Context: an optimization exercise on an open-source flow, tuned for small area and a short achievable clock period. The choices shown serve that exercise and are no tape-out recipe.
At most, simulation tests tie the RTL to the original design; equivalence was not proved.
Only the layout flow was run in run 4; the RTL was not checked for function there.
Power figures rest on the tool's default switching activity, not on a simulated workload.

**flow/design.v**
```verilog
module mac_add12c (
  input  logic [11:0] x, y,
  input  logic ci,
  output logic [11:0] s,
  output logic        co
);
  wire [11:0] g = x & y;
  wire [11:0] p = x ^ y;
  wire G1_1 = g[1] | (p[1] & g[0]);
  wire P1_1 = p[1] & p[0];
  wire G1_3 = g[3] | (p[3] & g[2]);
  wire P1_3 = p[3] & p[2];
  wire G1_5 = g[5] | (p[5] & g[4]);
  wire P1_5 = p[5] & p[4];
  wire G1_7 = g[7] | (p[7] & g[6]);
  wire P1_7 = p[7] & p[6];
  wire G1_9 = g[9] | (p[9] & g[8]);
  wire P1_9 = p[9] & p[8];
  wire G1_11 = g[11] | (p[11] & g[10]);
  wire P1_11 = p[11] & p[10];
  wire G2_2 = g[2] | (p[2] & G1_1);
  wire P2_2 = p[2] & P1_1;
  wire G2_3 = G1_3 | (P1_3 & G1_1);
  wire P2_3 = P1_3 & P1_1;
  wire G2_6 = g[6] | (p[6] & G1_5);
  wire P2_6 = p[6] & P1_5;
  wire G2_7 = G1_7 | (P1_7 & G1_5);
  wire P2_7 = P1_7 & P1_5;
  wire G2_10 = g[10] | (p[10] & G1_9);
  wire P2_10 = p[10] & P1_9;
  wire G2_11 = G1_11 | (P1_11 & G1_9);
  wire P2_11 = P1_11 & P1_9;
  wire G4_4 = g[4] | (p[4] & G2_3);
  wire P4_4 = p[4] & P2_3;
  wire G4_5 = G1_5 | (P1_5 & G2_3);
  wire P4_5 = P1_5 & P2_3;
  wire G4_6 = G2_6 | (P2_6 & G2_3);
  wire P4_6 = P2_6 & P2_3;
  wire G4_7 = G2_7 | (P2_7 & G2_3);
  wire P4_7 = P2_7 & P2_3;
  wire G8_8 = g[8] | (p[8] & G4_7);
  wire P8_8 = p[8] & P4_7;
  wire G8_9 = G1_9 | (P1_9 & G4_7);
  wire P8_9 = P1_9 & P4_7;
  wire G8_10 = G2_10 | (P2_10 & G4_7);
  wire P8_10 = P2_10 & P4_7;
  wire G8_11 = G2_11 | (P2_11 & G4_7);
  wire P8_11 = P2_11 & P4_7;
  assign s[0] = p[0] ^ ci;
  assign s[1] = p[1] ^ (g[0] | (p[0] & ci));
  assign s[2] = p[2] ^ (G1_1 | (P1_1 & ci));
  assign s[3] = p[3] ^ (G2_2 | (P2_2 & ci));
  assign s[4] = p[4] ^ (G2_3 | (P2_3 & ci));
  assign s[5] = p[5] ^ (G4_4 | (P4_4 & ci));
  assign s[6] = p[6] ^ (G4_5 | (P4_5 & ci));
  assign s[7] = p[7] ^ (G4_6 | (P4_6 & ci));
  assign s[8] = p[8] ^ (G4_7 | (P4_7 & ci));
  assign s[9] = p[9] ^ (G8_8 | (P8_8 & ci));
  assign s[10] = p[10] ^ (G8_9 | (P8_9 & ci));
  assign s[11] = p[11] ^ (G8_10 | (P8_10 & ci));
  assign co = G8_11 | (P8_11 & ci);
endmodule
module mac (
  input  logic clk,
  input  logic zero,       
  input  logic [7:0] a,    
  input  logic [7:0] b,    
  output logic [31:0] accumulate
);
  logic [15:0] lo_q, hi_q;
  logic up_q, dn_q;
  logic [15:0] hi_v, lo, hi;
  always_comb begin
    for (int i = 0; i < 16; i++) begin
      hi_v[i] = hi_q[i] ^ ((up_q & (&(hi_q | (16'hffff << i)))) |
                           (dn_q & ~(|(hi_q & ~(16'hffff << i)))));
    end
  end
  assign lo = lo_q & {16{~zero}};
  assign hi = hi_v & {16{~zero}};
  assign accumulate = {hi, lo};
  wire pp1 = a[0] & b[0];
  wire pp2 = a[0] & b[1];
  wire pp3 = a[0] & b[2];
  wire pp4 = a[0] & b[3];
  wire pp5 = a[0] & b[4];
  wire pp6 = a[0] & b[5];
  wire pp7 = a[0] & b[6];
  wire pp8 = ~(a[0] & b[7]);
  wire pp9 = a[1] & b[0];
  wire pp10 = a[1] & b[1];
  wire pp11 = a[1] & b[2];
  wire pp12 = a[1] & b[3];
  wire pp13 = a[1] & b[4];
  wire pp14 = a[1] & b[5];
  wire pp15 = a[1] & b[6];
  wire pp16 = ~(a[1] & b[7]);
  wire pp17 = a[2] & b[0];
  wire pp18 = a[2] & b[1];
  wire pp19 = a[2] & b[2];
  wire pp20 = a[2] & b[3];
  wire pp21 = a[2] & b[4];
  wire pp22 = a[2] & b[5];
  wire pp23 = a[2] & b[6];
  wire pp24 = ~(a[2] & b[7]);
  wire pp25 = a[3] & b[0];
  wire pp26 = a[3] & b[1];
  wire pp27 = a[3] & b[2];
  wire pp28 = a[3] & b[3];
  wire pp29 = a[3] & b[4];
  wire pp30 = a[3] & b[5];
  wire pp31 = a[3] & b[6];
  wire pp32 = ~(a[3] & b[7]);
  wire pp33 = a[4] & b[0];
  wire pp34 = a[4] & b[1];
  wire pp35 = a[4] & b[2];
  wire pp36 = a[4] & b[3];
  wire pp37 = a[4] & b[4];
  wire pp38 = a[4] & b[5];
  wire pp39 = a[4] & b[6];
  wire pp40 = ~(a[4] & b[7]);
  wire pp41 = a[5] & b[0];
  wire pp42 = a[5] & b[1];
  wire pp43 = a[5] & b[2];
  wire pp44 = a[5] & b[3];
  wire pp45 = a[5] & b[4];
  wire pp46 = a[5] & b[5];
  wire pp47 = a[5] & b[6];
  wire pp48 = ~(a[5] & b[7]);
  wire pp49 = a[6] & b[0];
  wire pp50 = a[6] & b[1];
  wire pp51 = a[6] & b[2];
  wire pp52 = a[6] & b[3];
  wire pp53 = a[6] & b[4];
  wire pp54 = a[6] & b[5];
  wire pp55 = a[6] & b[6];
  wire pp56 = ~(a[6] & b[7]);
  wire pp57 = ~(a[7] & b[0]);
  wire pp58 = ~(a[7] & b[1]);
  wire pp59 = ~(a[7] & b[2]);
  wire pp60 = ~(a[7] & b[3]);
  wire pp61 = ~(a[7] & b[4]);
  wire pp62 = ~(a[7] & b[5]);
  wire pp63 = ~(a[7] & b[6]);
  wire pp64 = a[7] & b[7];
  wire s65 = lo[5] ^ pp6;
  wire c66 = lo[5] & pp6;
  wire s67 = lo[6] ^ pp7 ^ pp14;
  wire c68 = (lo[6] & pp7) | (lo[6] & pp14) | (pp7 & pp14);
  wire s69 = pp21 ^ pp28;
  wire c70 = pp21 & pp28;
  wire s71 = lo[7] ^ pp8 ^ pp15;
  wire c72 = (lo[7] & pp8) | (lo[7] & pp15) | (pp8 & pp15);
  wire s73 = pp22 ^ pp29 ^ pp36;
  wire c74 = (pp22 & pp29) | (pp22 & pp36) | (pp29 & pp36);
  wire s75 = pp43 ^ pp50;
  wire c76 = pp43 & pp50;
  wire s77 = 1'b1 ^ lo[8] ^ pp16;
  wire c78 = (1'b1 & lo[8]) | (1'b1 & pp16) | (lo[8] & pp16);
  wire s79 = pp23 ^ pp30 ^ pp37;
  wire c80 = (pp23 & pp30) | (pp23 & pp37) | (pp30 & pp37);
  wire s81 = pp44 ^ pp51 ^ pp58;
  wire c82 = (pp44 & pp51) | (pp44 & pp58) | (pp51 & pp58);
  wire s83 = lo[9] ^ pp24 ^ pp31;
  wire c84 = (lo[9] & pp24) | (lo[9] & pp31) | (pp24 & pp31);
  wire s85 = pp38 ^ pp45 ^ pp52;
  wire c86 = (pp38 & pp45) | (pp38 & pp52) | (pp45 & pp52);
  wire s87 = lo[10] ^ pp32 ^ pp39;
  wire c88 = (lo[10] & pp32) | (lo[10] & pp39) | (pp32 & pp39);
  wire s89 = lo[3] ^ pp4;
  wire c90 = lo[3] & pp4;
  wire s91 = lo[4] ^ pp5 ^ pp12;
  wire c92 = (lo[4] & pp5) | (lo[4] & pp12) | (pp5 & pp12);
  wire s93 = pp19 ^ pp26;
  wire c94 = pp19 & pp26;
  wire s95 = pp13 ^ pp20 ^ pp27;
  wire c96 = (pp13 & pp20) | (pp13 & pp27) | (pp20 & pp27);
  wire s97 = pp34 ^ pp41 ^ s65;
  wire c98 = (pp34 & pp41) | (pp34 & s65) | (pp41 & s65);
  wire s99 = pp35 ^ pp42 ^ pp49;
  wire c100 = (pp35 & pp42) | (pp35 & pp49) | (pp42 & pp49);
  wire s101 = c66 ^ s69 ^ s67;
  wire c102 = (c66 & s69) | (c66 & s67) | (s69 & s67);
  wire s103 = pp57 ^ c70 ^ s75;
  wire c104 = (pp57 & c70) | (pp57 & s75) | (c70 & s75);
  wire s105 = c68 ^ s71 ^ s73;
  wire c106 = (c68 & s71) | (c68 & s73) | (s71 & s73);
  wire s107 = c76 ^ c72 ^ c74;
  wire c108 = (c76 & c72) | (c76 & c74) | (c72 & c74);
  wire s109 = s77 ^ s79 ^ s81;
  wire c110 = (s77 & s79) | (s77 & s81) | (s79 & s81);
  wire s111 = pp59 ^ c78 ^ c80;
  wire c112 = (pp59 & c78) | (pp59 & c80) | (c78 & c80);
  wire s113 = c82 ^ s83 ^ s85;
  wire c114 = (c82 & s83) | (c82 & s85) | (s83 & s85);
  wire s115 = pp46 ^ pp53 ^ pp60;
  wire c116 = (pp46 & pp53) | (pp46 & pp60) | (pp53 & pp60);
  wire s117 = c84 ^ c86 ^ s87;
  wire c118 = (c84 & c86) | (c84 & s87) | (c86 & s87);
  wire s119 = lo[11] ^ pp40 ^ pp47;
  wire c120 = (lo[11] & pp40) | (lo[11] & pp47) | (pp40 & pp47);
  wire s121 = pp54 ^ pp61 ^ c88;
  wire c122 = (pp54 & pp61) | (pp54 & c88) | (pp61 & c88);
  wire s123 = lo[12] ^ pp48 ^ pp55;
  wire c124 = (lo[12] & pp48) | (lo[12] & pp55) | (pp48 & pp55);
  wire s125 = lo[2] ^ pp3;
  wire c126 = lo[2] & pp3;
  wire s127 = pp11 ^ pp18 ^ pp25;
  wire c128 = (pp11 & pp18) | (pp11 & pp25) | (pp18 & pp25);
  wire s129 = pp33 ^ c90 ^ s93;
  wire c130 = (pp33 & c90) | (pp33 & s93) | (c90 & s93);
  wire s131 = c94 ^ c92 ^ s95;
  wire c132 = (c94 & c92) | (c94 & s95) | (c92 & s95);
  wire s133 = c96 ^ s99 ^ c98;
  wire c134 = (c96 & s99) | (c96 & c98) | (s99 & c98);
  wire s135 = c100 ^ s103 ^ c102;
  wire c136 = (c100 & s103) | (c100 & c102) | (s103 & c102);
  wire s137 = c104 ^ c106 ^ s107;
  wire c138 = (c104 & c106) | (c104 & s107) | (c106 & s107);
  wire s139 = c108 ^ c110 ^ s111;
  wire c140 = (c108 & c110) | (c108 & s111) | (c110 & s111);
  wire s141 = s115 ^ c112 ^ c114;
  wire c142 = (s115 & c112) | (s115 & c114) | (c112 & c114);
  wire s143 = c116 ^ s119 ^ c118;
  wire c144 = (c116 & s119) | (c116 & c118) | (s119 & c118);
  wire s145 = pp62 ^ c120 ^ s123;
  wire c146 = (pp62 & c120) | (pp62 & s123) | (c120 & s123);
  wire s147 = lo[13] ^ pp56 ^ pp63;
  wire c148 = (lo[13] & pp56) | (lo[13] & pp63) | (pp56 & pp63);
  wire s149 = lo[1] ^ pp2;
  wire c150 = lo[1] & pp2;
  wire s151 = pp10 ^ pp17 ^ s125;
  wire c152 = (pp10 & pp17) | (pp10 & s125) | (pp17 & s125);
  wire s153 = c126 ^ s89 ^ s127;
  wire c154 = (c126 & s89) | (c126 & s127) | (s89 & s127);
  wire s155 = c128 ^ s91 ^ s129;
  wire c156 = (c128 & s91) | (c128 & s129) | (s91 & s129);
  wire s157 = c130 ^ s97 ^ s131;
  wire c158 = (c130 & s97) | (c130 & s131) | (s97 & s131);
  wire s159 = c132 ^ s101 ^ s133;
  wire c160 = (c132 & s101) | (c132 & s133) | (s101 & s133);
  wire s161 = s105 ^ c134 ^ s135;
  wire c162 = (s105 & c134) | (s105 & s135) | (c134 & s135);
  wire s163 = s109 ^ c136 ^ s137;
  wire c164 = (s109 & c136) | (s109 & s137) | (c136 & s137);
  wire s165 = s113 ^ c138 ^ s139;
  wire c166 = (s113 & c138) | (s113 & s139) | (c138 & s139);
  wire s167 = s117 ^ c140 ^ s141;
  wire c168 = (s117 & c140) | (s117 & s141) | (c140 & s141);
  wire s169 = s121 ^ c142 ^ s143;
  wire c170 = (s121 & c142) | (s121 & s143) | (c142 & s143);
  wire s171 = c122 ^ s145 ^ c144;
  wire c172 = (c122 & s145) | (c122 & c144) | (s145 & c144);
  wire s173 = c124 ^ s147 ^ c146;
  wire c174 = (c124 & s147) | (c124 & c146) | (s147 & c146);
  wire s175 = lo[14] ^ pp64 ^ c148;
  wire c176 = (lo[14] & pp64) | (lo[14] & c148) | (pp64 & c148);
  wire s177 = 1'b1 ^ lo[15];
  wire c178 = 1'b1 & lo[15];
  wire [15:0] ra = {c176, c174, c172, c170, c168, c166, c164, c162, c160, c158, c156, c154, c152, c150, s149, lo[0]};
  wire [15:0] rb = {s177, s175, s173, s171, s169, s167, s165, s163, s161, s159, s157, s155, s153, s151, pp9, pp1};
  wire [15:0] sum;
  wire c16;
  wire [4:0] rc;
  assign rc[0] = 1'b0;
  for (genvar i = 0; i < 4; i++) begin : g_rip
    assign sum[i] = ra[i] ^ rb[i] ^ rc[i];
    assign rc[i+1] = (ra[i] & rb[i]) | (ra[i] & rc[i]) | (rb[i] & rc[i]);
  end
  mac_add12c u_add (.x(ra[15:4]), .y(rb[15:4]), .ci(rc[4]), .s(sum[15:4]), .co(c16));
  wire t16 = c178;
  always_ff @(posedge clk) begin
    lo_q <= sum;
    hi_q <= hi;
    up_q <= c16 & t16;
    dn_q <= ~c16 & ~t16;
  end
endmodule
module systolic_array #(
  parameter int ROW_DIM = 4
) (
  input logic clk, rst,
  input logic en, clear,
  input logic signed [7:0] row0_in, row1_in, row2_in, row3_in,
  input logic signed [7:0] col0_in, col1_in, col2_in, col3_in,
  output logic signed [31:0] mac00, mac01, mac02, mac03,  
  output logic signed [31:0] mac10, mac11, mac12, mac13,
  output logic signed [31:0] mac20, mac21, mac22, mac23,
  output logic signed [31:0] mac30, mac31, mac32, mac33
);
  logic [7:0] x1 [4], x2 [4], x3 [4];
  logic [3:1] valid;
  logic [7:0] col_in [4];
  assign col_in[0] = col0_in;
  assign col_in[1] = col1_in;
  assign col_in[2] = col2_in;
  assign col_in[3] = col3_in;
  always_ff @(posedge clk or posedge rst) begin
    if (rst) valid <= '0;
    else if (clear) valid <= '0;
    else if (en) valid <= {valid[2:1], 1'b1};
  end
  logic zero;
  always_ff @(posedge clk or posedge rst) begin
    if (rst) zero <= 1'b1;
    else zero <= clear | (zero & ~en);
  end
  always_ff @(posedge clk) begin
    if (en) begin
      for (int c = 0; c < 4; c++) begin
        x1[c] <= col_in[c];
        x2[c] <= x1[c];
        x3[c] <= x2[c];
      end
    end
  end
  logic [7:0] a0, a1, a2, a3;
  assign a0 = row0_in & {8{en}};
  assign a1 = row1_in & {8{en}};
  assign a2 = row2_in & {8{en}};
  assign a3 = row3_in & {8{en}};
  logic [7:0] b1 [4], b2 [4], b3 [4];
  always_comb begin
    for (int c = 0; c < 4; c++) begin
      b1[c] = x1[c] & {8{valid[1]}};
      b2[c] = x2[c] & {8{valid[2]}};
      b3[c] = x3[c] & {8{valid[3]}};
    end
  end
  mac u00 (.clk, .zero, .a(a0), .b(col0_in), .accumulate(mac00));
  mac u01 (.clk, .zero, .a(a1), .b(b1[0]),   .accumulate(mac01));
  mac u02 (.clk, .zero, .a(a2), .b(b2[0]),   .accumulate(mac02));
  mac u03 (.clk, .zero, .a(a3), .b(b3[0]),   .accumulate(mac03));
  mac u10 (.clk, .zero, .a(a0), .b(col1_in), .accumulate(mac10));
  mac u11 (.clk, .zero, .a(a1), .b(b1[1]),   .accumulate(mac11));
  mac u12 (.clk, .zero, .a(a2), .b(b2[1]),   .accumulate(mac12));
  mac u13 (.clk, .zero, .a(a3), .b(b3[1]),   .accumulate(mac13));
  mac u20 (.clk, .zero, .a(a0), .b(col2_in), .accumulate(mac20));
  mac u21 (.clk, .zero, .a(a1), .b(b1[2]),   .accumulate(mac21));
  mac u22 (.clk, .zero, .a(a2), .b(b2[2]),   .accumulate(mac22));
  mac u23 (.clk, .zero, .a(a3), .b(b3[2]),   .accumulate(mac23));
  mac u30 (.clk, .zero, .a(a0), .b(col3_in), .accumulate(mac30));
  mac u31 (.clk, .zero, .a(a1), .b(b1[3]),   .accumulate(mac31));
  mac u32 (.clk, .zero, .a(a2), .b(b2[3]),   .accumulate(mac32));
  mac u33 (.clk, .zero, .a(a3), .b(b3[3]),   .accumulate(mac33));
endmodule
```
**flow/flow/run.sh**
```bash
#!/bin/bash
# Standard ORFS layout with three changes:
#  - after the standard synthesis, full adders are re-polarised (flow/fapol.py)
#    to drop most of the inverters Yosys leaves between them;
#  - input ports are buffered with buf_4 (flow/pre_place.tcl) and output
#    ports with buf_1, instead of the default buffer cell.
# Each tool's output goes to a log file of its own in this folder.
set -euo pipefail
R=orfs/results/${FLOW_PLATFORM}/systolic_array/base
bash standard.sh synth > synth.log 2>&1
python3 flow/fapol.py $R/1_2_yosys.v $R/1_2_yosys_pol.v > fapol.log 2>&1
cp $R/1_2_yosys.v 1_2_yosys_std.v
mv $R/1_2_yosys_pol.v $R/1_2_yosys.v
rm -f $R/1_synth.odb $R/1_synth.sdc
export PRE_GLOBAL_PLACE_TCL=$PWD/flow/pre_place.tcl
export POST_GLOBAL_PLACE_TCL=$PWD/flow/post_place.tcl
export BUFFER_PORTS_ARGS="-outputs -buffer_cell sky130_fd_sc_hd__buf_1"
bash standard.sh finish > layout.log 2>&1
```
**flow/flow/fapol.py**
```python
#!/usr/bin/env python3
"""Re-polarise full adders in a flat sky130hd Yosys netlist.

A full adder is self-dual: FA(~a,~b,~c) = (~sum, ~cout).  Yosys's extract_fa
leaves many inverters between adders; this flips adders (inverting all their
inputs and outputs) where that lowers the number of inverters needed, then
rebuilds the inverters: one per signal that some load needs inverted.
usage: fapol.py IN.v OUT.v"""
import re, sys
from collections import defaultdict

src = open(sys.argv[1]).read()
m = re.search(r'^module\s+(\S+)\s*\((.*?)\);', src, re.S | re.M)
top_ports = set(p.strip() for p in m.group(2).split(','))
inst_re = re.compile(r'^(\s*)(sky130_fd_sc_hd__\w+)\s+(\S+)\s*\((.*?)\);\n', re.S | re.M)
pin_re = re.compile(r'\.(\w+)\(\s*(.*?)\s*\)(?=\s*,|\s*$)', re.S)

OUTS = {'X', 'Y', 'Q', 'Q_N', 'SUM', 'COUT', 'HI', 'LO'}
insts = []          # dicts: type, name, pins(dict), span
for mm in inst_re.finditer(src):
    pins = {k: v.strip() for k, v in pin_re.findall(mm.group(4))}
    insts.append(dict(type=mm.group(2), name=mm.group(3), pins=pins, span=mm.span(), indent=mm.group(1)))

driver = {}
loads = defaultdict(list)   # net -> [(inst_idx, pin)]
for i, c in enumerate(insts):
    for p, n in c['pins'].items():
        if p in OUTS:
            driver[n] = (i, p)
        else:
            loads[n].append((i, p))

def is_inv(c):
    return c['type'] in ('sky130_fd_sc_hd__inv_1', 'sky130_fd_sc_hd__inv_2', 'sky130_fd_sc_hd__clkinv_1')

assigned = set()
for am in re.finditer(r'^\s*assign\s+(.*?)\s*=\s*(.*?);', src, re.M):
    assigned.add(am.group(1).strip()); assigned.add(am.group(2).strip())

def portlike(n):
    base = n.split('[')[0].strip()
    return base in top_ports or n in assigned or base in assigned

# removable inverters: input driven by a non-inverter cell, output not portlike
rem = set()
for i, c in enumerate(insts):
    if is_inv(c):
        a, y = c['pins']['A'], c['pins']['Y']
        d = driver.get(a)
        if d is None or is_inv(insts[d[0]]) or portlike(y) or portlike(a):
            continue
        # keep inverters that feed other inverters (chains) as they are
        if any(is_inv(insts[j]) for j, _ in loads[y]):
            continue
        rem.add(i)

# consumers per root: root = net driven by non-inverter (or anything not removed)
# need list entries: (inst_idx, pin, pol) with pol relative to root
need = defaultdict(list)
for n, ls in list(loads.items()):
    d = driver.get(n)
    if d is not None and d[0] in rem:
        continue   # handled through the inverter below
    for (j, p) in ls:
        if j in rem:
            continue
        need[n].append((j, p, 0))
for i in rem:
    a, y = insts[i]['pins']['A'], insts[i]['pins']['Y']
    for (j, p) in loads[y]:
        need[a].append((j, p, 1))

FA = [i for i, c in enumerate(insts) if c['type'].startswith('sky130_fd_sc_hd__fa_')]
isfa = set(FA)
flip = {i: 0 for i in FA}
# simple gates that can invert their output by swapping to the complementary
# cell: type -> (complement type, output pin map, area change)
P = 'sky130_fd_sc_hd__'
COMP = {
    P + 'and2_1': (P + 'nand2_1', ('X', 'Y'), -2.5024),
    P + 'nand2_1': (P + 'and2_1', ('Y', 'X'), 2.5024),
    P + 'or2_1': (P + 'nor2_1', ('X', 'Y'), -2.5024),
    P + 'nor2_1': (P + 'or2_1', ('Y', 'X'), 2.5024),
    P + 'and3_1': (P + 'nand3_1', ('X', 'Y'), -1.2512),
    P + 'nand3_1': (P + 'and3_1', ('Y', 'X'), 1.2512),
    P + 'xor2_1': (P + 'xnor2_1', ('X', 'Y'), 0.0),
    P + 'xnor2_1': (P + 'xor2_1', ('Y', 'X'), 0.0),
}
GATES = [i for i, c in enumerate(insts) if c['type'] in COMP]
gflip = {i: 0 for i in GATES}
INV_AREA = 3.7536

def gate_roots(i):
    c = insts[i]
    return {c['pins'][p] for p in c['pins'] if p in OUTS}

def gdelta(i):
    return COMP[insts[i]['type']][2] if gflip[i] else 0.0

for i in FA:
    for p in ('A', 'B', 'CIN'):
        n = insts[i]['pins'][p]
        if n.startswith("1'") or n not in need and driver.get(n) is None:
            flip[i] = None   # constant or undriven input: leave alone

def phys(r):
    d = driver.get(r)
    if d and d[0] in isfa and flip.get(d[0]):
        return 1
    if d and d[0] in gflip and gflip[d[0]]:
        return 1
    return 0

def root_cost(r):
    ph = phys(r)
    for (j, p, q) in need[r]:
        want = q ^ (flip[j] if j in isfa and flip[j] else 0)
        if want != ph:
            return 1
    return 0

def roots_of(i):
    rs = set()
    c = insts[i]
    for p in ('A', 'B', 'CIN'):
        rs.add(inroot[(i, p)])
    for p in ('SUM', 'COUT'):
        if p in c['pins']:
            rs.add(c['pins'][p])
    return rs

inroot = {}
for r, lst in need.items():
    for (j, p, q) in lst:
        inroot[(j, p)] = r
for i in FA:
    for p in ('A', 'B', 'CIN'):
        if (i, p) not in inroot:
            flip[i] = None

total0 = sum(root_cost(r) for r in need)
improved = True
rounds = 0
while improved and rounds < 50:
    improved = False; rounds += 1
    for i in FA:
        if flip[i] is None:
            continue
        # compound move: flip the adder and every swappable gate driving it
        gs = []
        for pn in ('A', 'B', 'CIN'):
            d = driver.get(inroot[(i, pn)])
            if d and d[0] in gflip and all(r in need for r in gate_roots(d[0])):
                gs.append(d[0])
        gs = sorted(set(gs))
        for move in ([], gs):
            rs = set(roots_of(i))
            for g in move:
                rs |= gate_roots(g)
            before = INV_AREA * sum(root_cost(r) for r in rs) + sum(gdelta(g) for g in move)
            flip[i] ^= 1
            for g in move:
                gflip[g] ^= 1
            after = INV_AREA * sum(root_cost(r) for r in rs) + sum(gdelta(g) for g in move)
            if after < before - 1e-9:
                improved = True
                break
            flip[i] ^= 1
            for g in move:
                gflip[g] ^= 1
# simulated annealing on top of the greedy result, now also over the gates
improved = True
while improved:
    improved = False
    for i in GATES:
        rs = gate_roots(i)
        if not all(r in need for r in rs):
            continue
        before = INV_AREA * sum(root_cost(r) for r in rs) + gdelta(i)
        gflip[i] ^= 1
        after = INV_AREA * sum(root_cost(r) for r in rs) + gdelta(i)
        if after < before - 1e-9:
            improved = True
        else:
            gflip[i] ^= 1
    for i in FA:
        if flip[i] is None:
            continue
        # compound move: flip the adder and every swappable gate driving it
        gs = []
        for pn in ('A', 'B', 'CIN'):
            d = driver.get(inroot[(i, pn)])
            if d and d[0] in gflip and all(r in need for r in gate_roots(d[0])):
                gs.append(d[0])
        gs = sorted(set(gs))
        for move in ([], gs):
            rs = set(roots_of(i))
            for g in move:
                rs |= gate_roots(g)
            before = INV_AREA * sum(root_cost(r) for r in rs) + sum(gdelta(g) for g in move)
            flip[i] ^= 1
            for g in move:
                gflip[g] ^= 1
            after = INV_AREA * sum(root_cost(r) for r in rs) + sum(gdelta(g) for g in move)
            if after < before - 1e-9:
                improved = True
                break
            flip[i] ^= 1
            for g in move:
                gflip[g] ^= 1
import random, math
rng = random.Random(1)
cand = [i for i in FA if flip[i] is not None]
rootsets = {i: roots_of(i) for i in cand}
cur = sum(root_cost(r) for r in need)
best = cur; best_flip = dict(flip)
T = 2.0
steps = 200 * len(cand)
for step in range(steps):
    i = rng.choice(cand)
    rs = rootsets[i]
    before = sum(root_cost(r) for r in rs)
    flip[i] ^= 1
    d = sum(root_cost(r) for r in rs) - before
    if d <= 0 or rng.random() < math.exp(-d / T):
        cur += d
        if cur < best:
            best = cur; best_flip = dict(flip)
    else:
        flip[i] ^= 1
    T = max(0.05, 2.0 * (1 - step / steps))
flip = best_flip
total1 = sum(root_cost(r) for r in need)
print(f"inverters removable {len(rem)}; roots needing an inverter {total0} -> {total1}; "
      f"flipped {sum(1 for v in flip.values() if v)} of {len(FA)}", file=sys.stderr)

# rebuild: for each root, physical polarity ph; loads wanting ~ph get net inv_<k>
newpins = {i: dict(c['pins']) for i, c in enumerate(insts)}
new_invs = []
k = 0
for r, lst in need.items():
    ph = phys(r)
    wrong = []
    for (j, p, q) in lst:
        if (q ^ (flip[j] if j in isfa and flip[j] else 0)) != ph:
            wrong.append((j, p))
        else:
            newpins[j][p] = r
    if not wrong:
        continue
    k += 1
    nn = f"_fapol_{k}_"
    new_invs.append((f"_fapol_inv_{k}_", r, nn))
    for (j, p) in wrong:
        newpins[j][p] = nn
def esc(n):
    return n + " " if n.startswith("\\") else n

# flipped FA outputs keep their net names (they now carry the complement)
out = []
pos = 0
wires = []
for i, c in enumerate(insts):
    s, e = c['span']
    out.append(src[pos:s]); pos = e
    if i in rem:
        continue
    pins = newpins[i]
    if i in gflip and gflip[i]:
        ct, (po, pn), _ = COMP[c['type']]
        pins = {(pn if k == po else k): v for k, v in pins.items()}
        c = dict(c); c['type'] = ct
    body = ",\n".join(f"{c['indent']}    .{p}({esc(n)})" for p, n in pins.items())
    out.append(f"{c['indent']}{c['type']} {c['name']} (\n{body}\n{c['indent']}  );\n")
out.append(src[pos:])
txt = "".join(out)
decl = "".join(f"  wire {nn};\n" for _, _, nn in new_invs)
cells = "".join(f"  sky130_fd_sc_hd__inv_1 {name} (\n    .A({esc(r)}),\n    .Y({nn})\n  );\n" for name, r, nn in new_invs)
idx = txt.rindex("endmodule")
txt = txt[:idx] + cells + txt[idx:]
# declare wires right after the port list
mm = re.search(r'^module\s+\S+\s*\(.*?\);\n', txt, re.S | re.M)
txt = txt[:mm.end()] + decl + txt[mm.end():]
open(sys.argv[2], 'w').write(txt)
print(f"removed {len(rem)} inverters, added {len(new_invs)}; swapped {sum(gflip.values())} gates "
      f"(area change {sum(gdelta(i) for i in GATES):.1f})", file=sys.stderr)
```
**flow/flow/post_place.tcl**
```tcl
# Undo the dont_touch of pre_place.tcl once global placement is done, so that
# later steps treat the input buffers like any other cell.
foreach inst [get_cells -filter "ref_name == sky130_fd_sc_hd__buf_4"] {
  unset_dont_touch $inst
}
```
**flow/flow/pre_place.tcl**
```tcl
# Remove synthesis buffers (as the timing-driven placement does) and buffer
# the input ports here with buf_4; global_place.tcl then buffers the outputs.
# The input buffers are marked dont_touch so that the timing-driven
# placement's remove_buffers keeps them.
remove_buffers
buffer_ports -inputs -buffer_cell sky130_fd_sc_hd__buf_4
foreach inst [get_cells -filter "ref_name == sky130_fd_sc_hd__buf_4"] {
  set_dont_touch $inst
}
```
**flow/standard.sh**
```bash
#!/bin/bash
# synth_recipe.tcl (not shown) runs the flow's synth.tcl, then flattens the netlist and writes it again
# the make line also repeats each setting of config.mk as NAME=value (left out here)
make -C /OpenROAD-flow-scripts/flow DESIGN_CONFIG=/design/flow/config.mk WORK_HOME=/design/flow/orfs CLKGATE_MAP_FILE= SYNTH_SCRIPT=/design/flow/synth_recipe.tcl "${@:-finish}"
```
**flow/config.mk**
```make
export PLATFORM = sky130hd
export DESIGN_NAME = systolic_array
export DESIGN_NICKNAME = systolic_array
export VERILOG_FILES = /design/flow/design.v
export SDC_FILE = /design/flow/constraint.sdc
export NUM_CORES = 4
export LEC_CHECK = 0
export CAP_MARGIN = 20
export CORE_MARGIN = 2
export CORE_UTILIZATION = 62
export CTS_BUF_LIST = sky130_fd_sc_hd__clkbuf_4 sky130_fd_sc_hd__clkbuf_8
export SETUP_SLACK_MARGIN = 3.7
export SLEW_MARGIN = 20
export SYNTH_HIERARCHICAL = 1
```
**flow/constraint.sdc**
```tcl
create_clock -name core_clock -period 9.0 [get_ports {clk}]
set_input_delay 1.8000 -clock core_clock [delete_from_list [all_inputs] [get_ports {clk}]]
set_output_delay 1.8000 -clock core_clock [all_outputs]
set_load 0.01 [all_outputs]
```
==> key figures, run 1 <==
Floorplanning
  • Die H: 318 µm
  • Row count: 115
  • Initial Util: 62.3%
  • Die W: 318 µm
  • Core Area: 97800 µm²
  • Ports: 580
  • Die area: 101000 µm²

Place
  • Post-DP HPWL: 119 mm
  • Dpl ws: 2.45 ns
  • Placed Area: 65800 µm²
  • Dpl cells: 7999
  • IO buf count: 579

GRT
  • GRT overflow: 0
  • Largest net degree at the start of global routing: 142
  • All-Layer GR Usage: 32.2%
  • First-pass GRT wire length: 259 mm
  • Initial antenna violation count: 9
  • Vias in the first global route: 48200

Drt
  • Final WL: 166 mm
  • Initial DRC count: 3183
  • Via count: 47700
  • Vias per cell: 5.76
  • DRT antenna net count: 0
  • DR WL/cell: 20.1 µm
  • Number of detailed-route iterations in the first pass: 6
  • DRC violations left: 0

CTS
  • Number of buffers created by CTS: 116
  • CTS tree: yes
  • Bufs on Longest Clock Path: 3
  • Worst skew pair latency: 0.84 ns
  • H-tree depth: 3
  • Clock Sinks: 644
  • Clock-pin slew on the worst setup and hold paths: 0.07 ns
  • Hold_buf cts: 0
  • Clk Tree Root Cell: clkbuf_8

Layout
  • Area delta synth->final: 13.1%
  • Layout Nets: 8132
  • Proportion of layout cells with a drive suffix above 1: 12.6%
  • Utilization after layout: 70.5%
  • Finished Layout Cells: 8287
  • Largest regs: x1 x32, x2 x32, x3 x32
  • Final instance area: 69000 µm²

Power and ir drop
  • Max IR drop VDD: 248 µV
  • PwrDens: 277 nW/µm²
  • Final Power: 19.1 mW
  • Leakage: 29.2 nW

Critical path
  • Crit Path Category: in2reg
  • Worst path arrival time: 5.85 ns
  • Register-to-Register Path Depth: 15
  • Critical-path top delay cell: fa_1
  • Crit path top cell by count: fa_1
  • CP max stage delay: 0.52 ns
  • Crit. End Element: flop
  • CP max FO: 48
  • Worst path required time: 9.69 ns
  • Crit-path cells: buf_16 -> and2_4 -> buf_4 -> nand2_1 -> fa_1 -> inv_1 -> fa_1 -> fa_1 -> fa_1 -> ha_4 -> nand4b_1 -> a21oi_2 -> o211a_1 -> a211o_1 -> and2_1
  • Worst Setup Start Kind: primary input

Min path
  • Hold depth: 0
  • Hold Crit Class: reg2reg

Timing
  • Worst Clk Skew: 0.0462 ns
  • Max-slew headroom at the worst pin: 35.3%
  • Hold slack final: 0.431 ns
  • Setup ws final: 3.85 ns
  • Final period util: 57.2%
  • Final Setup Violations: 0
  • RSZ-0062 raised after global routing: true
  • Tightest Pin Transition: 0.971 ns
  • F_max: 194 MHz
  • Tmin final: 5.15 ns
  • Fin. max-slew vios: 0
  • Setup tns final: 0 ns
  • Fin. Hold Viols: 0

Synth
  • Syn Nets: 7566
  • Syn Inst Count: 6330
  • Post-Syn Area: 61000 µm²
  • Yosys Warn Count: 22
  • Post-synthesis average cell area: 9.63 µm²

Job
  • MaxCap Viol Count: 0

Outcome
  • Status: timing/DRC/antenna clean
## power breakdown
part	switching (mW)	total, mW	internal, mW	leakage (nW)
registers	0.895	4.85	3.95	5.48
clock network	1.39	3.13	1.75	1.35
logic	5.90	11.2	5.26	22.4
total	8.18	19.1	11.0	29.2
## final timing paths
check | from | to | slack (ns)
setup / recovery | en | u30.up_q | 3.85
hold / removal | x1[3][5] | x2[3][5] | 0.43
setup reg to reg | zero | u21.up_q | 3.87
hold reg to reg | x1[3][5] | x2[3][5] | 0.43
max in group asynchronous | rst | zero | 7.85
min in group asynchronous | rst | valid[1] | 0.92
## worst max-delay path, delay by kind of cell
family          cells  cell delay [ns]
simple gates        4             0.78
buf+inv             3             0.44
fa+ha+maj           5             2.13
compound gates      3             0.67
## metal layers
metal | vias to the layer above | track usage [%] | share of wire, %
met5 | - | 0 | 0.024
met4 | 8 | 13.0 | 4.2
met3 | 394 | 6.70 | 8.0
met2 | 1679 | 53.1 | 47
met1 | 23500 | 41.6 | 40
li1 | 22100 | - | -
## what timing repair did
action                     in CTS  in global routing
cloned                         15                 21
gates resized for setup         3                  6
pin swaps                      18                 27
setup endpoints to repair     144                 78
setup buffers                   0                 30
## layout make-up
type	count	area [µm²]
multi-input combinational	4922	45800
fill	7706	28900
sequential	644	13900
timing repair buffer	618	2840
inverter	594	2230
clock buffer	161	2030
tap	1287	1610
clock inverter	54	537
antenna	7	17.5
## layout by cell type (no fill, tap or decap), types with 62 or more instances in the layout
cell	instances
nor3_1	320
nand4_1	80
nor4_1	96
nand2_2	62
nand2_1	546
nor2b_1	320
inv_1	594
fa_2	88
nand2b_1	64
edfxtp_1	96
xnor2_1	128
a21oi_1	112
clkbuf_8	131
buf_1	512
dfxtp_1	544
ha_4	82
fa_1	744
buf_4	97
ha_1	254
o21a_1	112
nor2_1	420
and2_1	629
==> run 2: changes to the inputs <==
--- a/flow/config.mk
+++ b/flow/config.mk
@@ -11,3 +11,3 @@
 export CTS_BUF_LIST = sky130_fd_sc_hd__clkbuf_4 sky130_fd_sc_hd__clkbuf_8
-export SETUP_SLACK_MARGIN = 3.7
+export SETUP_SLACK_MARGIN = 3.85
 export SLEW_MARGIN = 20
==> run 2 against run 1 <==
Effect of this change: still clean on timing, DRC and antenna; area after synthesis did not move; worst hold slack improved by 0.023 ns; clock skew fell by 0.0020 ns.
==> key figures, run 2 <==
Timing
  • Final Setup Violations: 0
  • Fin. max-slew vios: 0
  • Max-slew headroom at the worst pin: 37.1%
  • Worst Clk Skew: 0.0442 ns
  • F_max: 195 MHz
  • RSZ-0062 raised after global routing: true
  • Final period util: 56.9%
  • Tmin final: 5.12 ns
  • Setup tns final: 0 ns
  • Hold slack final: 0.454 ns
  • Fin. Hold Viols: 0
  • Tightest Pin Transition: 0.943 ns

Floorplanning
  • Initial Util: 62.3%
  • Die area: 101000 µm²
  • Die H: 318 µm
  • Row count: 115
  • Core Area: 97800 µm²
  • Die W: 318 µm
  • Ports: 580

Drt
  • Vias per cell: 5.82
  • Final WL: 172 mm
  • Initial DRC count: 3302
  • DRC violations left: 0
  • Number of detailed-route iterations in the first pass: 8
  • DR WL/cell: 20.8 µm
  • Via count: 48400
  • DRT antenna net count: 0

Power and ir drop
  • Combinational share of power: 57.6%
  • Seq pwr share: 25.0%
  • Switching power: 8.24 mW
  • Max IR drop VDD: 273 µV
  • PwrDens: 280 nW/µm²
  • Leakage: 29.5 nW
  • Int Power: 11.2 mW
  • Clock network power share: 17.4%
  • Final Power: 19.5 mW
  • Sw frac: 42.4%

Layout
  • Utilization after layout: 71.1%
  • Footprint of the multi-input gates: 45900 µm²
  • Commonest non-fill, non-tap cells in the layout: fa_1, and2_1, inv_1
  • Storage cell area: 13900 µm²
  • Layout Nets: 8153
  • Final instance area: 69600 µm²
  • Proportion of layout cells with a drive suffix above 1: 13.1%
  • Largest regs: x1 x32, x2 x32, x3 x32
  • FILL cells: 7614
  • Commonest non-fill, non-tap cell in the layout: fa_1
  • Area delta synth->final: 14.1%

Place
  • IO buf count: 579
  • Placed Area: 65800 µm²
  • Post-DP HPWL: 120 mm

Critical path
  • Crit. End Element: flop
  • Crit Path Category: in2reg
  • CP max FO: 31
  • Worst path arrival time: 5.86 ns
  • Worst path required time: 9.74 ns
  • Worst Setup Start Kind: primary input

Synth
  • Syn Inst Count: 6330
  • Yosys Warn Count: 22
  • Syn Nets: 7566
  • Post-synthesis average cell area: 9.63 µm²
  • Post-Syn Area: 61000 µm²

CTS
  • Clock-pin slew on the worst setup and hold paths: 0.06 ns
  • CTS tree: yes
  • Bufs on Longest Clock Path: 3
  • H-tree depth: 3
  • Clk Tree Root Cell: clkbuf_8
  • Worst skew pair latency: 0.82 ns
  • Clock Sinks: 644
  • Number of buffers created by CTS: 118

GRT
  • All-Layer GR Usage: 32.8%
  • Vias in the first global route: 48400
  • First-pass GRT wire length: 263 mm
  • Initial antenna violation count: 10
  • GRT overflow: 0
  • Largest net degree at the start of global routing: 120

Outcome
  • Status: timing/DRC/antenna clean

Min path
  • Hold Crit Class: reg2reg

Job
  • MaxCap Viol Count: 0
run 2: cell count changes in the layout (fill, tap and decap cells not counted), sizes merged:
| cell | change |
|---|---|
| clkbuf | +15 |
| clkinv | -9 |
| buf | +8 |
| and2 | +6 |
| bufinv | +5 |
| inv | -2 |
| bufbuf | +1 |
| clkinvlp | +1 |
| diode | -1 |
run 2: metal layers:
layer | track usage [%] | vias to the layer above | part of all wire (%)
met2 | 54.2 | 1735 | 47
li1 | - | 22100 | -
met3 | 6.63 | 387 | 8.2
met5 | 0 | - | 0.030
met1 | 42.1 | 24100 | 40
met4 | 14.1 | 8 | 4.7
run 2: path summary, 6_finish.rpt:
kind                       endpoint  depth (start not counted)     start  slack [ns]
min                        x3[3][4]                          0  x2[3][4]        0.45
min in group asynchronous  valid[1]                          2       rst        0.89
max                        u22.up_q                         13        en        3.88
max reg2reg                u33.up_q                         15      zero        3.89
min reg2reg                x3[3][4]                          0  x2[3][4]        0.45
max in group asynchronous      zero                          2       rst        7.89
run 2: stage by stage:
stage                     setup WS, ns  cells
after floorplan                   3.43   6330
after global placement            2.26   8002
after detailed placement          2.15   8002
after CTS                         3.81   8249
after global routing              3.74   8308
final                             3.88   8311
run 2: power groups by stage:
stage	clock network (mW)	logic, mW	registers, mW
floorplan	0	9.35	4.39
global placement	0	10.8	4.84
detailed placement	0	11.0	4.88
CTS	3.44	11.1	4.83
global route	3.56	12.4	4.99
finish	3.38	11.2	4.86
run 2: cell type report:
cell class                      count  area share, %
Timing Repair Buffer              631           4.42
Antenna cell                        6         0.0216
Tap cell                         1287           2.32
Inverter                          594           3.21
Clock buffer                      172           3.16
Clock inverter                     49          0.910
Sequential cell                   644           20.0
Multi-Input combinational cell   4928           66.0
run 2: timing repair:
action / CTS / global route
buffers inserted: 7 / 29
cloned: 19 / 27
gates resized for setup: 7 / 18
hold buffers: 0 / 0
setup endpoints to repair: 245 / 98
pin swaps: 20 / 27
endpoints found under the hold margin: 0 / 0
run 2: worst max-delay path, stage by stage:
cell and delay [ns]:
bufbuf_16 0.31, and2_2 0.34, and2_1 0.20, ha_1 0.31, fa_1 0.50, fa_1 0.45
fa_1 0.52, ha_4 0.32, nand4b_1 0.27, a21oi_2 0.35, o211a_1 0.23, a211o_1 0.14
and2_1 0.11
==> run 3: changes to the inputs <==
--- a/flow/design.v
+++ b/flow/design.v
@@ -1,9 +1,9 @@
-module mac_add12c (
-  input  logic [11:0] x, y,
+module mac_add10c (
+  input  logic [9:0] x, y,
   input  logic ci,
-  output logic [11:0] s,
+  output logic [9:0] s,
   output logic        co
 );
-  wire [11:0] g = x & y;
-  wire [11:0] p = x ^ y;
+  wire [9:0] g = x & y;
+  wire [9:0] p = x ^ y;
   wire G1_1 = g[1] | (p[1] & g[0]);
@@ -18,4 +18,2 @@
   wire P1_9 = p[9] & p[8];
-  wire G1_11 = g[11] | (p[11] & g[10]);
-  wire P1_11 = p[11] & p[10];
   wire G2_2 = g[2] | (p[2] & G1_1);
@@ -28,6 +26,2 @@
   wire P2_7 = P1_7 & P1_5;
-  wire G2_10 = g[10] | (p[10] & G1_9);
-  wire P2_10 = p[10] & P1_9;
-  wire G2_11 = G1_11 | (P1_11 & G1_9);
-  wire P2_11 = P1_11 & P1_9;
   wire G4_4 = g[4] | (p[4] & G2_3);
@@ -44,6 +38,2 @@
   wire P8_9 = P1_9 & P4_7;
-  wire G8_10 = G2_10 | (P2_10 & G4_7);
-  wire P8_10 = P2_10 & P4_7;
-  wire G8_11 = G2_11 | (P2_11 & G4_7);
-  wire P8_11 = P2_11 & P4_7;
   assign s[0] = p[0] ^ ci;
@@ -58,5 +48,3 @@
   assign s[9] = p[9] ^ (G8_8 | (P8_8 & ci));
-  assign s[10] = p[10] ^ (G8_9 | (P8_9 & ci));
-  assign s[11] = p[11] ^ (G8_10 | (P8_10 & ci));
-  assign co = G8_11 | (P8_11 & ci);
+  assign co = G8_9 | (P8_9 & ci);
 endmodule
@@ -263,5 +251,5 @@
   wire c16;
-  wire [4:0] rc;
+  wire [6:0] rc;
   assign rc[0] = 1'b0;
-  for (genvar i = 0; i < 4; i++) begin : g_rip
+  for (genvar i = 0; i < 6; i++) begin : g_rip
     assign sum[i] = ra[i] ^ rb[i] ^ rc[i];
@@ -269,3 +257,3 @@
   end
-  mac_add12c u_add (.x(ra[15:4]), .y(rb[15:4]), .ci(rc[4]), .s(sum[15:4]), .co(c16));
+  mac_add10c u_add (.x(ra[15:6]), .y(rb[15:6]), .ci(rc[6]), .s(sum[15:6]), .co(c16));
   wire t16 = c178;
--- a/flow/config.mk
+++ b/flow/config.mk
@@ -11,3 +11,3 @@
 export CTS_BUF_LIST = sky130_fd_sc_hd__clkbuf_4 sky130_fd_sc_hd__clkbuf_8
-export SETUP_SLACK_MARGIN = 3.85
+export SETUP_SLACK_MARGIN = 3.7
 export SLEW_MARGIN = 20
==> run 3 against run 2 <==
Effect of this change: still clean on timing, DRC and antenna; sequential power up 0.8%; setup slack worse by 0.18 ns; via count down 2.6%; power shrank 3.6%; area after synthesis fell by 1.6%; utilization shrank 0.37 points; die area decreased by 1.6%; first-iteration DRC count shrank 4.9%; routed wire length shrank 1.3%; clock power shrank 5%; combinational power decreased by 5%; largest cell class unchanged; highest routed layer unchanged.
==> key figures, run 3 <==
GRT
  • All-Layer GR Usage: 33.6%
  • GRT overflow: 0
  • Vias in the first global route: 47200
  • First-pass GRT wire length: 260 mm
  • Initial antenna violation count: 12
  • Largest net degree at the start of global routing: 147

Synth
  • Syn Inst Count: 6142
  • Post-synthesis average cell area: 9.76 µm²
  • Post-Syn Area: 60000 µm²
  • Syn Nets: 7378
  • Yosys Warn Count: 22

Layout
  • Proportion of layout cells with a drive suffix above 1: 12.1%
  • Commonest non-fill, non-tap cells in the layout: fa_1, inv_1, nand2_1
  • Final instance area: 68100 µm²
  • Utilization after layout: 70.7%
  • Commonest non-fill, non-tap cell in the layout: fa_1
  • Area delta synth->final: 13.5%
  • FILL cells: 7532
  • Storage cell area: 13900 µm²
  • Layout Nets: 8001
  • Largest regs: x1 x32, x2 x32, x3 x32
  • Footprint of the multi-input gates: 44200 µm²

CTS
  • Bufs on Longest Clock Path: 3
  • Worst skew pair latency: 0.82 ns
  • Clock-pin slew on the worst setup and hold paths: 0.06 ns
  • Clk Tree Root Cell: clkbuf_8
  • Clock Sinks: 644
  • H-tree depth: 3
  • CTS tree: yes
  • Number of buffers created by CTS: 121
  • Hold_buf cts: 0

Timing
  • Tmin final: 5.30 ns
  • Setup tns final: 0 ns
  • Final Setup Violations: 0
  • Max-slew headroom at the worst pin: 41.7%
  • Tightest Pin Transition: 0.875 ns
  • Setup ws final: 3.70 ns
  • RSZ-0062 raised after global routing: true
  • Fin. Hold Viols: 0
  • F_max: 189 MHz
  • Worst Clk Skew: 0.0361 ns
  • Fin. max-slew vios: 0
  • Final period util: 58.8%

Power and ir drop
  • Final Power: 18.8 mW
  • Seq pwr share: 26.1%
  • Sw frac: 43.6%
  • Leakage: 30.2 nW
  • Switching power: 8.18 mW
  • PwrDens: 276 nW/µm²
  • Clock network power share: 17.2%
  • Max IR drop VDD: 237 µV
  • Combinational share of power: 56.7%
  • Int Power: 10.6 mW

Critical path
  • Worst path arrival time: 6.00 ns
  • Worst setup startpoint: en
  • Critical path destination: u11.up_q
  • Register-to-Register Path Depth: 13
  • Reg2reg end: u11.lo_q[15]
  • CP max FO: 23
  • Crit Path Category: in2reg
  • Crit. End Element: flop
  • Worst Setup Start Kind: primary input
  • Worst R2R Start: zero
  • Reg2Reg Setup Slack: 3.86 ns
  • Worst path required time: 9.70 ns

Drt
  • Vias per cell: 5.78
  • DR WL/cell: 20.9 µm
  • Final WL: 170 mm
  • DRC violations left: 0
  • Initial DRC count: 3141
  • DRT antenna net count: 0
  • Number of detailed-route iterations in the first pass: 5
  • Via count: 47100

Floorplanning
  • Die area: 99200 µm²
  • Core Area: 96300 µm²
  • Row count: 114
  • Die H: 315 µm
  • Initial Util: 62.3%
  • Ports: 580
  • Die W: 315 µm

Outcome
  • Status: timing/DRC/antenna clean

Place
  • Placed Area: 64300 µm²
  • Post-DP HPWL: 116 mm
  • IO buf count: 579
  • Dpl ws: 2.10 ns

Job
  • MaxCap Viol Count: 0

Min path
  • Hold Crit Class: reg2reg
==> run 3: worst min path at each step <==
stage,from,slack [ns],to,cells past startpoint
final,x1[1][5],0.44,x2[1][5],0
after global routing,x1[1][7],0.45,x2[1][7],0
after CTS,x1[1][5],0.44,x2[1][5],0
after detailed placement,x1[1][5],0.43,x2[1][5],0
after global placement,x1[1][5],0.43,x2[1][5],0
after floorplan,x1[1][7],0.42,x2[1][7],0
==> run 3: per-stage QoR <==
step | instances | hold slack (ns)
3_5_place_dp | 7817 | 0.426
3_3_place_gp | 7817 | 0.432
6_report | 8150 | 0.442
5_1_grt | 8148 | 0.450
4_1_cts | 8088 | 0.443
2_1_floorplan | 6142 | 0.418
==> run 3: cell type report <==
class / count / area share (%)
Antenna cell: 5 / 0.0184
Clock buffer: 184 / 3.30
Clock inverter: 43 / 0.641
Inverter: 646 / 3.56
Multi-Input combinational cell: 4699 / 64.9
Sequential cell: 644 / 20.4
Tap cell: 1276 / 2.34
Timing Repair Buffer: 653 / 4.89
==> run 3: worst max-delay path, stage by stage <==
cell and delay, ns:
clkbuf_16 0.23, and2_4 0.33, buf_4 0.17, nand2_1 0.06, fa_1 0.50, inv_1 0.05
fa_1 0.46, fa_2 0.38, fa_2 0.34, fa_2 0.39, a21o_1 0.20, a2111o_1 0.56
a41oi_2 0.25, o21ai_1 0.10, and2_1 0.14
==> run 3: timing repair <==
action	in CTS	in global routing
setup endpoints to repair	182	79
pin swaps	30	26
buffers inserted	13	47
resized for setup	13	29
cloned	31	10
==> run 3: metal layers <==
| metal | vias to the layer above | track usage, % | part of all wire [%] |
|---|---|---|---|
| li1 | 21400 | - | - |
| met1 | 23300 | 42.2 | 38 |
| met2 | 1890 | 55.6 | 48 |
| met3 | 476 | 7.89 | 9.0 |
| met4 | 14 | 14.7 | 4.9 |
| met5 | - | 0 | 0.053 |
==> run 3: power groups by stage <==
stage	Combinational, mW	Sequential [mW]	Clock, mW
4_1_cts	10.5	4.87	3.26
3_5_place_dp	10.4	4.93	0
3_3_place_gp	10.1	4.88	0
6_report	10.6	4.90	3.22
2_1_floorplan	8.64	4.47	0
5_1_grt	11.8	5.05	3.39
==> run 4: changes to the inputs <==
--- a/flow/design.v
+++ b/flow/design.v
@@ -1,9 +1,8 @@
-module mac_add10c (
-  input  logic [9:0] x, y,
-  input  logic ci,
-  output logic [9:0] s,
+module mac_add8 (
+  input  logic [7:0] x, y,
+  output logic [7:0] s,
   output logic        co
 );
-  wire [9:0] g = x & y;
-  wire [9:0] p = x ^ y;
+  wire [7:0] g = x & y;
+  wire [7:0] p = x ^ y;
   wire G1_1 = g[1] | (p[1] & g[0]);
@@ -16,4 +15,2 @@
   wire P1_7 = p[7] & p[6];
-  wire G1_9 = g[9] | (p[9] & g[8]);
-  wire P1_9 = p[9] & p[8];
   wire G2_2 = g[2] | (p[2] & G1_1);
@@ -34,17 +31,22 @@
   wire P4_7 = P2_7 & P2_3;
-  wire G8_8 = g[8] | (p[8] & G4_7);
-  wire P8_8 = p[8] & P4_7;
-  wire G8_9 = G1_9 | (P1_9 & G4_7);
-  wire P8_9 = P1_9 & P4_7;
-  assign s[0] = p[0] ^ ci;
-  assign s[1] = p[1] ^ (g[0] | (p[0] & ci));
-  assign s[2] = p[2] ^ (G1_1 | (P1_1 & ci));
-  assign s[3] = p[3] ^ (G2_2 | (P2_2 & ci));
-  assign s[4] = p[4] ^ (G2_3 | (P2_3 & ci));
-  assign s[5] = p[5] ^ (G4_4 | (P4_4 & ci));
-  assign s[6] = p[6] ^ (G4_5 | (P4_5 & ci));
-  assign s[7] = p[7] ^ (G4_6 | (P4_6 & ci));
-  assign s[8] = p[8] ^ (G4_7 | (P4_7 & ci));
-  assign s[9] = p[9] ^ (G8_8 | (P8_8 & ci));
-  assign co = G8_9 | (P8_9 & ci);
+  assign s[0] = p[0];
+  assign s[1] = p[1] ^ g[0];
+  assign s[2] = p[2] ^ G1_1;
+  assign s[3] = p[3] ^ G2_2;
+  assign s[4] = p[4] ^ G2_3;
+  assign s[5] = p[5] ^ G4_4;
+  assign s[6] = p[6] ^ G4_5;
+  assign s[7] = p[7] ^ G4_6;
+  assign co = G4_7;
+endmodule
+module mac_inc8 (
+  input  logic [7:0] x,
+  input  logic pc,
+  output logic [7:0] s,
+  output logic co
+);
+  always_comb begin
+    for (int i = 0; i < 8; i++) s[i] = x[i] ^ (pc & (&(x | (8'hff << i))));
+  end
+  assign co = pc & (&x);
 endmodule
@@ -58,11 +60,16 @@
   logic [15:0] lo_q, hi_q;
-  logic up_q, dn_q;
-  logic [15:0] hi_v, lo, hi;
+  logic pc8_q, up_q, dn_q;
+  logic [15:0] lo_v, hi_v, lo, hi;
+  logic cy, up, dn;
+  assign lo_v[7:0] = lo_q[7:0];
+  mac_inc8 u_inc (.x(lo_q[15:8]), .pc(pc8_q), .s(lo_v[15:8]), .co(cy));
+  assign up = up_q | (cy & ~dn_q);
+  assign dn = dn_q & ~cy;
   always_comb begin
     for (int i = 0; i < 16; i++) begin
-      hi_v[i] = hi_q[i] ^ ((up_q & (&(hi_q | (16'hffff << i)))) |
-                           (dn_q & ~(|(hi_q & ~(16'hffff << i)))));
+      hi_v[i] = hi_q[i] ^ ((up & (&(hi_q | (16'hffff << i)))) |
+                           (dn & ~(|(hi_q & ~(16'hffff << i)))));
     end
   end
-  assign lo = lo_q & {16{~zero}};
+  assign lo = lo_v & {16{~zero}};
   assign hi = hi_v & {16{~zero}};
@@ -250,10 +257,5 @@
   wire [15:0] sum;
-  wire c16;
-  wire [6:0] rc;
-  assign rc[0] = 1'b0;
-  for (genvar i = 0; i < 6; i++) begin : g_rip
-    assign sum[i] = ra[i] ^ rb[i] ^ rc[i];
-    assign rc[i+1] = (ra[i] & rb[i]) | (ra[i] & rc[i]) | (rb[i] & rc[i]);
-  end
-  mac_add10c u_add (.x(ra[15:6]), .y(rb[15:6]), .ci(rc[6]), .s(sum[15:6]), .co(c16));
+  wire c8, c16;
+  mac_add8 u_add_lo (.x(ra[7:0]), .y(rb[7:0]), .s(sum[7:0]), .co(c8));
+  mac_add8 u_add_hi (.x(ra[15:8]), .y(rb[15:8]), .s(sum[15:8]), .co(c16));
   wire t16 = c178;
@@ -261,2 +263,3 @@
     lo_q <= sum;
+    pc8_q <= c8;
     hi_q <= hi;
@@ -290,6 +293,6 @@
   end
-  logic zero;
+  logic [3:0] zero;
   always_ff @(posedge clk or posedge rst) begin
-    if (rst) zero <= 1'b1;
-    else zero <= clear | (zero & ~en);
+    if (rst) zero <= 4'hf;
+    else zero <= {4{clear}} | (zero & {4{~en}});
   end
@@ -317,18 +320,18 @@
   end
-  mac u00 (.clk, .zero, .a(a0), .b(col0_in), .accumulate(mac00));
-  mac u01 (.clk, .zero, .a(a1), .b(b1[0]),   .accumulate(mac01));
-  mac u02 (.clk, .zero, .a(a2), .b(b2[0]),   .accumulate(mac02));
-  mac u03 (.clk, .zero, .a(a3), .b(b3[0]),   .accumulate(mac03));
-  mac u10 (.clk, .zero, .a(a0), .b(col1_in), .accumulate(mac10));
-  mac u11 (.clk, .zero, .a(a1), .b(b1[1]),   .accumulate(mac11));
-  mac u12 (.clk, .zero, .a(a2), .b(b2[1]),   .accumulate(mac12));
-  mac u13 (.clk, .zero, .a(a3), .b(b3[1]),   .accumulate(mac13));
-  mac u20 (.clk, .zero, .a(a0), .b(col2_in), .accumulate(mac20));
-  mac u21 (.clk, .zero, .a(a1), .b(b1[2]),   .accumulate(mac21));
-  mac u22 (.clk, .zero, .a(a2), .b(b2[2]),   .accumulate(mac22));
-  mac u23 (.clk, .zero, .a(a3), .b(b3[2]),   .accumulate(mac23));
-  mac u30 (.clk, .zero, .a(a0), .b(col3_in), .accumulate(mac30));
-  mac u31 (.clk, .zero, .a(a1), .b(b1[3]),   .accumulate(mac31));
-  mac u32 (.clk, .zero, .a(a2), .b(b2[3]),   .accumulate(mac32));
-  mac u33 (.clk, .zero, .a(a3), .b(b3[3]),   .accumulate(mac33));
+  mac u00 (.clk, .zero(zero[0]), .a(a0), .b(col0_in), .accumulate(mac00));
+  mac u01 (.clk, .zero(zero[1]), .a(a1), .b(b1[0]),   .accumulate(mac01));
+  mac u02 (.clk, .zero(zero[2]), .a(a2), .b(b2[0]),   .accumulate(mac02));
+  mac u03 (.clk, .zero(zero[3]), .a(a3), .b(b3[0]),   .accumulate(mac03));
+  mac u10 (.clk, .zero(zero[0]), .a(a0), .b(col1_in), .accumulate(mac10));
+  mac u11 (.clk, .zero(zero[1]), .a(a1), .b(b1[1]),   .accumulate(mac11));
+  mac u12 (.clk, .zero(zero[2]), .a(a2), .b(b2[1]),   .accumulate(mac12));
+  mac u13 (.clk, .zero(zero[3]), .a(a3), .b(b3[1]),   .accumulate(mac13));
+  mac u20 (.clk, .zero(zero[0]), .a(a0), .b(col2_in), .accumulate(mac20));
+  mac u21 (.clk, .zero(zero[1]), .a(a1), .b(b1[2]),   .accumulate(mac21));
+  mac u22 (.clk, .zero(zero[2]), .a(a2), .b(b2[2]),   .accumulate(mac22));
+  mac u23 (.clk, .zero(zero[3]), .a(a3), .b(b3[2]),   .accumulate(mac23));
+  mac u30 (.clk, .zero(zero[0]), .a(a0), .b(col3_in), .accumulate(mac30));
+  mac u31 (.clk, .zero(zero[1]), .a(a1), .b(b1[3]),   .accumulate(mac31));
+  mac u32 (.clk, .zero(zero[2]), .a(a2), .b(b2[3]),   .accumulate(mac32));
+  mac u33 (.clk, .zero(zero[3]), .a(a3), .b(b3[3]),   .accumulate(mac33));
 endmodule
--- a/flow/config.mk
+++ b/flow/config.mk
@@ -9,5 +9,4 @@
 export CORE_MARGIN = 2
-export CORE_UTILIZATION = 62
-export CTS_BUF_LIST = sky130_fd_sc_hd__clkbuf_4 sky130_fd_sc_hd__clkbuf_8
-export SETUP_SLACK_MARGIN = 3.7
+export CORE_UTILIZATION = 40
+export SETUP_SLACK_MARGIN = 3.5
 export SLEW_MARGIN = 20
==> run 4 against run 3 <==
Effect of this change: setup slack got worse by 0.12 ns; final cell count is 14% higher; clock power up 22%; critical path depth down 1; highest routed layer unchanged.
==> key figures, run 4 <==
Outcome
  • Status: timing/DRC/antenna clean

Floorplanning
  • Core Area: 160000 µm²
  • Die W: 405 µm
  • Die H: 405 µm
  • Row count: 147
  • Die area: 164000 µm²
  • Initial Util: 40.1%
  • Ports: 580

Critical path
  • Crit path max-delay family: adder cells
  • Register-to-Register Path Depth: 13
  • Worst path arrival time: 6.01 ns
  • Crit Path Category: in2reg
  • Worst setup startpoint: en
  • Crit path depth: 14
  • Reg2Reg Setup Slack: 3.79 ns
  • Reg2reg end: u01.lo_q[13]
  • Crit-path cells: buf_16 -> and2_4 -> buf_4 -> nand2_1 -> fa_1 -> fa_2 -> fa_1 -> inv_1 -> fa_1 -> fa_2 -> a21o_1 -> a21o_2 -> fa_2 -> xor2_1
  • Buffers plus inverters on the worst setup path: 3
  • Worst R2R Start: zero[1]
  • Critical-path top delay cell: fa_1
  • Worst Setup Start Kind: primary input
  • CP max FO: 48
  • Worst path required time: 9.60 ns
  • Crit. End Element: flop
  • CP max stage delay: 0.53 ns

Timing
  • Fin. Hold Viols: 0
  • Final Setup Violations: 0
  • Worst Clk Skew: 0.0262 ns
  • Fin. max-slew vios: 0
  • Setup tns final: 0 ns
  • Tightest Pin Transition: 1.05 ns
  • Max-slew headroom at the worst pin: 30.2%
  • Final period util: 60.2%
  • RSZ-0062 raised after global routing: false
  • F_max: 185 MHz
  • Tmin final: 5.42 ns

Layout
  • Storage cell area: 14300 µm²
  • Area delta synth->final: 13.3%
  • Largest regs: x1 x32, x2 x32, x3 x32
  • Layout Nets: 8411
  • Footprint of the multi-input gates: 47400 µm²
  • FILL cells: 15400
  • Final instance area: 72800 µm²
  • Commonest non-fill, non-tap cell in the layout: fa_1
  • Commonest non-fill, non-tap cells in the layout: fa_1, inv_1, nand2_1
  • Proportion of layout cells with a drive suffix above 1: 12.2%

GRT
  • Vias in the first global route: 50700
  • Met1 usage: 28.5%
  • Met2 usage: 37.5%
  • Largest net degree at the start of global routing: 85
  • First-pass GRT wire length: 288 mm
  • M3 GR Usage: 5.59%
  • Initial antenna violation count: 9
  • All-Layer GR Usage: 22.6%
  • Gr busiest metal: met2
  • GRT overflow: 0

CTS
  • Bufs on Longest Clock Path: 3
  • H-tree depth: 3
  • Worst skew pair latency: 0.72 ns
  • Clock Sinks: 663
  • Number of buffers created by CTS: 92
  • Clk Tree Root Cell: clkbuf_16
  • Clock-pin slew on the worst setup and hold paths: 0.06 ns
  • CTS tree: yes

Place
  • IO buf count: 579
  • Post-DP HPWL: 139 mm
  • Placed Area: 69000 µm²

Drt
  • DRC violations left: 0
  • Number of detailed-route iterations in the first pass: 7
  • Via count: 48900
  • Vias per cell: 5.27
  • Initial DRC count: 2530
  • DR WL/cell: 20.2 µm
  • Final WL: 187 mm
  • DRT antenna net count: 0

Min path
  • Hold Crit Class: reg2reg
  • Hold Path Sink: x3[0][7]
  • Worst Hold Launch: x2[0][7]
  • Hold depth: 0

Synth
  • Post-Syn Area: 64200 µm²
  • Syn Inst Count: 6528
  • Yosys Warn Count: 23
  • Post-synthesis average cell area: 9.83 µm²
  • Syn Nets: 7828

Power and ir drop
  • Combinational share of power: 52.0%
  • Sw frac: 42.2%
  • Switching power: 7.98 mW
  • Int Power: 10.9 mW
  • Leakage: 31.5 nW
  • Final Power: 18.9 mW
  • Seq pwr share: 27.2%
  • Clock network power share: 20.8%
  • Max IR drop VDD: 198 µV
  • PwrDens: 260 nW/µm²

Job
  • MaxCap Viol Count: 0
==> run 4: changes by cell type in the layout (fill, tap and decap cells not counted), moves of 68 or more <==
cell	previous run	this run
mux2_2	16	128
ha_1	264	352
clkbuf_16	3	95
and2_1	512	580
clkbuf_8	138	7
mux2_1	112	16
==> run 4: metrics by stage <==
| step | cells | worst slack [ns] | utilization [%] | hold slack (ns) |
|---|---|---|---|---|
| after floorplan | 6528 | 3.22 | - | 0.417 |
| after global placement | 9046 | 2.29 | 43.1 | 0.429 |
| after detailed placement | 9046 | 2.18 | 43.1 | 0.425 |
| after CTS | 9238 | 3.51 | 45.2 | 0.440 |
| after global routing | 9273 | 3.55 | 45.5 | 0.448 |
| final | 9278 | 3.58 | 45.5 | 0.445 |
==> run 4: power groups by stage <==
stage / logic [mW] / registers [mW] / clock network [mW]
2_1_floorplan: 7.84 / 4.75 / 0
3_3_place_gp: 9.56 / 5.15 / 0
3_5_place_dp: 9.78 / 5.18 / 0
4_1_cts: 9.89 / 5.13 / 4.05
5_1_grt: 11.1 / 5.31 / 4.15
6_report: 9.83 / 5.15 / 3.94
==> run 4: worst register-to-register path, stage by stage, from the launching register on <==
cell      delay [ns]
dfstp_4         1.01
buf_8           0.48
nand2b_1        0.29
fa_2            0.47
fa_1            0.40
inv_1           0.08
fa_1            0.43
fa_1            0.48
ha_2            0.20
fa_2            0.39
a21o_1          0.17
a21o_2          0.21
fa_2            0.33
xor2_1          0.16
==> run 4: how the worst max path moves through the flow <==
| stage | end | slack, ns |
|---|---|---|
| 5_1_grt | u11.up_q | 3.55 |
| 6_report | u12.lo_q[13] | 3.58 |
| 2_1_floorplan | u02.lo_q[13] | 3.22 |
| 3_5_place_dp | u02.up_q | 2.18 |
| 4_1_cts | mac32[27] | 3.51 |
| 3_3_place_gp | u02.up_q | 2.29 |
==> run 4: metal layers <==
layer  vias up  share of wire [%]
li1      22900                  -
met1     24400                 41
met2      1331                 48
met3       305                7.7
met4         8                3.9
met5         -              0.031
==> run 4: timing repair <==
| item | 4_1_cts | 5_1_grt |
|---|---|---|
| hold buffers | 0 | 0 |
| setup buffers | 0 | 23 |
| resized for setup | 8 | 12 |
| pin swaps | 24 | 19 |
| endpoints found under the setup margin | 122 | 95 |
| cloned | 22 | 12 |
==> run 4: area by class of cell <==
| type | count | share of cell area [%] |
|---|---|---|
| tap | 2086 | 3.59 |
| antenna | 5 | 0.0172 |
| timing repair buffer | 613 | 3.82 |
| sequential | 663 | 19.6 |
| clock buffer | 115 | 3.44 |
| multi-input combinational | 5083 | 65.1 |
| clock inverter | 55 | 0.996 |
| inverter | 658 | 3.39 |

## what the ideal ports hide
In the flow no input, the clock included, has a driving cell. The finished layouts below were timed again as built, in two steps. Step 1, drivers: a clkbuf_16 drives clk and a buf_2 each remaining input, both assumed. Step 2 moves the port delays by t, midway between the first and last clock arrival at a register: inputs arrive t later, outputs are due t later. That takes back most of the time a late clock gives input paths. a / b / c = ideal ports / drivers / drivers and shift; a / b = the first two.
| run | t, ns | setup WS [ns] | worst setup path after step 2 | worst register clock-pin slew, ns |
|---|---|---|---|---|
| run 1 | 0.883 | 3.849 / 3.666 / 2.783 | input to register | 0.08 / 0.08 |
| run 2 | 0.871 | 3.883 / 3.508 / 2.637 | input to register | 0.08 / 0.08 |
| run 3 | 0.881 | 3.705 / 3.447 / 2.567 | input to register | 0.07 / 0.07 |
| run 4 | 0.795 | 3.584 / 3.391 / 2.596 | input to register | 0.07 / 0.07 |
After both steps every run listed still meets setup and hold. For run 2, which loses most, drivers alone change the setup slack by -0.375 ns; drivers and shift together by -1.246 ns.
